This is an optimization exercise on Yosys and OpenROAD, whose aim is small area, a short achievable clock period and few clock cycles, not a production implementation.
Only simulation tests tie the RTL to the original design; equivalence was not proved.
Power and IR drop assume default switching activity.

Design filter, start of the top module:
module filter (
	input wire clk,
	input wire rst_n,
	input wire fc_valid,
	input wire [7:0] working_pixel,
	input signed [7:0] fc,
	input wire start,
	output reg [7:0] out_pixel,
	output reg out_valid,
	output wire [15:0] addr,
	output wire wen,
	output wire en,
	output wire [7:0] d
);
Size in the first run: ~1800 cells after synthesis, about 380 flip-flops, roughly 21000 µm² of cells after synthesis.
export LEC_CHECK = 0
export ABC_CLOCK_PERIOD_IN_PS = 3000
export CAP_MARGIN = 20
export CORE_MARGIN = 2
export CORE_UTILIZATION = 60
export PLACE_DENSITY = 0.7
export SLEW_MARGIN = 20
export SYNTH_HIERARCHICAL = 1
export SYNTH_MINIMUM_KEEP_SIZE = 0
create_clock -name core_clock -period 10.0 [get_ports {clk}]
standard.sh (not shown) runs the stock make flow with config.mk's settings and CLKGATE_MAP_FILE= SYNTH_SCRIPT=/design/flow/synth_recipe.tcl, a recipe that flattens the netlist after the stock synthesis.
==> flow/flow/run.sh <==
#!/bin/bash
# The standard layout (standard.sh), with timing repair asked to leave 6.9 ns of
# setup slack at the design's clock period, and larger clock-tree clusters.
set -euo pipefail
bash standard.sh SETUP_SLACK_MARGIN=6.9 \
  "CTS_ARGS=-sink_clustering_enable -repair_clock_nets -sink_clustering_size 25 -sink_clustering_max_diameter 100 -sink_buffer_max_cap_derate 1.0 -buf_list sky130_fd_sc_hd__clkbuf_16" \
  finish > flow_make.log 2>&1
Testbench counts at the start, summed over its fixed seeds: cycles 1,981,686.
Change:
==> flow/flow/run.sh (replaced) <==
#!/bin/bash
# The standard layout (standard.sh), with timing repair asked to leave 6.6 ns of
# setup slack at the design's clock period, and larger clock-tree clusters.
set -euo pipefail
bash standard.sh SETUP_SLACK_MARGIN=6.6 \
  "CTS_ARGS=-sink_clustering_enable -repair_clock_nets -sink_clustering_size 25 -sink_clustering_max_diameter 100 -sink_buffer_max_cap_derate 1.0 -buf_list sky130_fd_sc_hd__clkbuf_16" \
  finish > flow_make.log 2>&1
Core utilization shrinks by 1.2 points.
Count of clock-buffer cells in the layout is unchanged.
Design area went down by 1.9%.
Power barely changes.
Register-to-register slack degrades by 0.24 ns.
Non-clock buffer count went down by 30.
Routed wire length went down by about 5%.
Synthesized cell count stays the same.
Change:
==> flow/flow/run.sh (replaced) <==
#!/bin/bash
# The standard layout (standard.sh), with timing repair asked to leave 6.95 ns of
# setup slack at the design's clock period, and larger clock-tree clusters.
set -euo pipefail
bash standard.sh SETUP_SLACK_MARGIN=6.95 \
  "CTS_ARGS=-sink_clustering_enable -repair_clock_nets -sink_clustering_size 25 -sink_clustering_max_diameter 100 -sink_buffer_max_cap_derate 1.0 -buf_list sky130_fd_sc_hd__clkbuf_16" \
  finish > flow_make.log 2>&1
Outcome: The new run finished with timing, DRC and antenna clean; worst setup slack gains 0.28 ns; clock skew is about the same; die area stays the same; total power rose slightly; sequential power is about the same; cell count rose by a few percent; design area rose by a few percent; flip-flop and latch count is unchanged; core utilization rose by 2.6 points; area after synthesis does not change; maximum frequency rose by roughly a tenth.
Change:
==> flow/flow/run.sh (replaced) <==
#!/bin/bash
# The standard layout (standard.sh), with timing repair asked to leave 6.9 ns of
# setup slack at the design's clock period, and larger clock-tree clusters.
set -euo pipefail
bash standard.sh SETUP_SLACK_MARGIN=6.9 \
  "CTS_ARGS=-sink_clustering_enable -repair_clock_nets -sink_clustering_size 25 -sink_clustering_max_diameter 100 -sink_buffer_max_cap_derate 1.0 -buf_list sky130_fd_sc_hd__clkbuf_16" \
  finish > flow_make.log 2>&1
Settings changed: CORE_UTILIZATION 60 to 50, PLACE_DENSITY 0.7 to 0.6.
=> The new run finished with timing, DRC and antenna clean. Via count drops by 2.4%. Area after synthesis stays the same. Design area drops by 0.93%.

* * *

filter again, from the RTL that the note above started with.
## filter
module filter (
	input wire clk,
	input wire rst_n,
	input wire fc_valid,
	input wire [7:0] working_pixel,
	input signed [7:0] fc,
	input wire start,
	output reg [7:0] out_pixel,
	output reg out_valid,
	output wire [15:0] addr,
	output wire wen,
	output wire en,
	output wire [7:0] d
);
	assign wen = 1'b1;
	assign en  = 1'b1;
	assign d   = 8'd0;
	localparam [15:0] INIT = 16'd45824;
	reg [7:0] c [0:24];
	integer k;
	always @(posedge clk) begin
		for (k = 0; k < 25; k = k + 1)
			if (fc_valid)
				c[k] <= (k == 24) ? fc : c[k+1];
			else
				c[k] <= c[(k+5)%25];
	end
	reg        fcv_d, run;
	reg  [9:0] rr;
	reg  [8:0] xx;
	reg  [2:0] a;
	assign addr = {rr[7:0], xx[7:0]};
	wire a4    = (a == 3'd4);
	wire a0    = (a == 3'd0);
	wire xend  = (xx == 9'd257);
	wire rowm1 = (rr == 10'h3fd);                
	wire row0  = (rr == 10'h3fe);
	wire rowe  = (rr == 10'd254);                
	wire x0    = (xx == 9'd0);
	wire emit0 = run & a0 & (x0 ? ~row0 : ((xx > 9'd2) & ~rowm1));
	wire rv0   = (rr[9:8] == 2'b00) & ~xx[8];
	always @(posedge clk) begin
		if (!rst_n) begin
			fcv_d <= 1'b0;
			run   <= 1'b0;
			rr    <= 10'h3fd;
			xx    <= 9'd256;
			a     <= 3'd0;
		end else begin
			fcv_d <= fc_valid;
			if (fcv_d & ~fc_valid & start)
				run <= 1'b1;
			else if (a0 & rowe & x0)
				run <= 1'b0;
			if (run) begin
				if (a4) begin
					a  <= 3'd0;
					xx <= xend ? 9'd0 : xx + 9'd1;
					rr <= rr - (xend ? 10'd3 : 10'd4);
				end else begin
					a  <= a + 3'd1;
					rr <= rr + 10'd1;
				end
			end
		end
	end
	reg rv1, sh1, em1;
	always @(posedge clk) begin
		rv1 <= rv0;
		sh1 <= a0;
		em1 <= emit0 & rst_n;
	end
	wire [7:0] pw = (rv1 ? working_pixel : 8'd0) ^ 8'h80;
	wire [8:0] pe = {pw, 1'b0};
	reg  [3:0] one, two, neg;
	always @(posedge clk) begin
		for (k = 0; k < 4; k = k + 1) begin
			one[k] <= pe[2*k+1] ^ pe[2*k];
			two[k] <= (pe[2*k+2] & ~pe[2*k+1] & ~pe[2*k]) | (~pe[2*k+2] & pe[2*k+1] & pe[2*k]);
			neg[k] <= pe[2*k+2];
		end
	end
  ...
Settings: LEC_CHECK=0, ABC_CLOCK_PERIOD_IN_PS=3000, CAP_MARGIN=20, CORE_MARGIN=2, CORE_UTILIZATION=70, PLACE_DENSITY=0.8, SLEW_MARGIN=20, SYNTH_HIERARCHICAL=1, SYNTH_MINIMUM_KEEP_SIZE=0; clock period 10.0 ns.
==> flow/flow/run.sh <==
#!/bin/bash
# The standard layout (standard.sh), with timing repair asked to leave 6.9 ns of
# setup slack at the design's clock period, and larger clock-tree clusters.
set -euo pipefail
bash standard.sh SETUP_SLACK_MARGIN=6.9 \
  "CTS_ARGS=-sink_clustering_enable -repair_clock_nets -sink_clustering_size 25 -sink_clustering_max_diameter 100 -sink_buffer_max_cap_derate 1.0 -buf_list sky130_fd_sc_hd__clkbuf_16" \
  finish > flow_make.log 2>&1
Testbench counts at the start, summed over its fixed seeds: cycles 1,981,686.
Change:
==> flow/flow/run.sh (replaced) <==
#!/bin/bash
# The standard layout (standard.sh), with timing repair asked to leave 6.8 ns of
# setup slack at the design's clock period, and larger clock-tree clusters.
set -euo pipefail
bash standard.sh SETUP_SLACK_MARGIN=6.8 \
  "CTS_ARGS=-sink_clustering_enable -repair_clock_nets -sink_clustering_size 25 -sink_clustering_max_diameter 100 -sink_buffer_max_cap_derate 1.0 -buf_list sky130_fd_sc_hd__clkbuf_16" \
  finish > flow_make.log 2>&1
--- a/flow/config.mk
+++ b/flow/config.mk
@@ -9,6 +9,6 @@
 export CAP_MARGIN = 20
 export CORE_MARGIN = 2
-export CORE_UTILIZATION = 70
-export PLACE_DENSITY = 0.8
+export CORE_UTILIZATION = 60
+export PLACE_DENSITY = 0.7
 export SLEW_MARGIN = 20
 export SYNTH_HIERARCHICAL = 1
Non-clock buffer count falls by 27.
Total power falls slightly.
Synthesized cell count does not change.
Synthesized area stays the same.
Worst hold slack improves by 33 ps.
Clock skew falls by 4.4 ps.
Clock-buffer cell count is unchanged.
Design area falls slightly.

==> port drivers added, routing unchanged <==
Ports are ideal in the flow. The routed layouts listed here were re-timed in OpenROAD. Step 1 sets driving cells, clkbuf_16 on the clock port and buf_2 on the other inputs (assumed; they add their load-dependent delay and slew). Step 2 moves the port delays by t, midway between the first and last clock arrival at a register: inputs arrive t later, outputs are due t later. That takes back most of the time a late clock gives input paths. Slacks: no drivers / after step 1 / after step 2; pairs: no drivers / after step 1.
| run | shift t [ns] | slack for setup (ns) | worst setup path after step 2 | latest minus earliest clock arrival (ns) | pins driven straight from the clock port |
|---|---|---|---|---|---|
| the first run of note 1 | 0.577 | 6.936 / 6.885 / 6.446 | input to register | 0.016 / 0.017 | 1 |
| the second run of note 1 | 0.577 | 6.706 / 6.706 / 6.176 | input to register | 0.019 / 0.019 | 1 |
| the third run of note 1 | 0.585 | 6.984 / 6.929 / 6.453 | input to register | 0.020 / 0.021 | 1 |
| the fourth run of note 1 | 0.593 | 6.934 / 6.880 / 6.462 | input to register | 0.029 / 0.029 | 1 |
| the first run of note 2 | 0.572 | 6.924 / 6.874 / 6.431 | input to register | 0.027 / 0.027 | 1 |
| the second run of note 2 | 0.581 | 6.839 / 6.784 / 6.286 | input to register | 0.021 / 0.021 | 1 |
After both steps setup and hold are still met in every run listed. The setup slack of the second run of note 2, which loses most, moves by -0.055 ns with the drivers and by -0.553 ns with both steps.
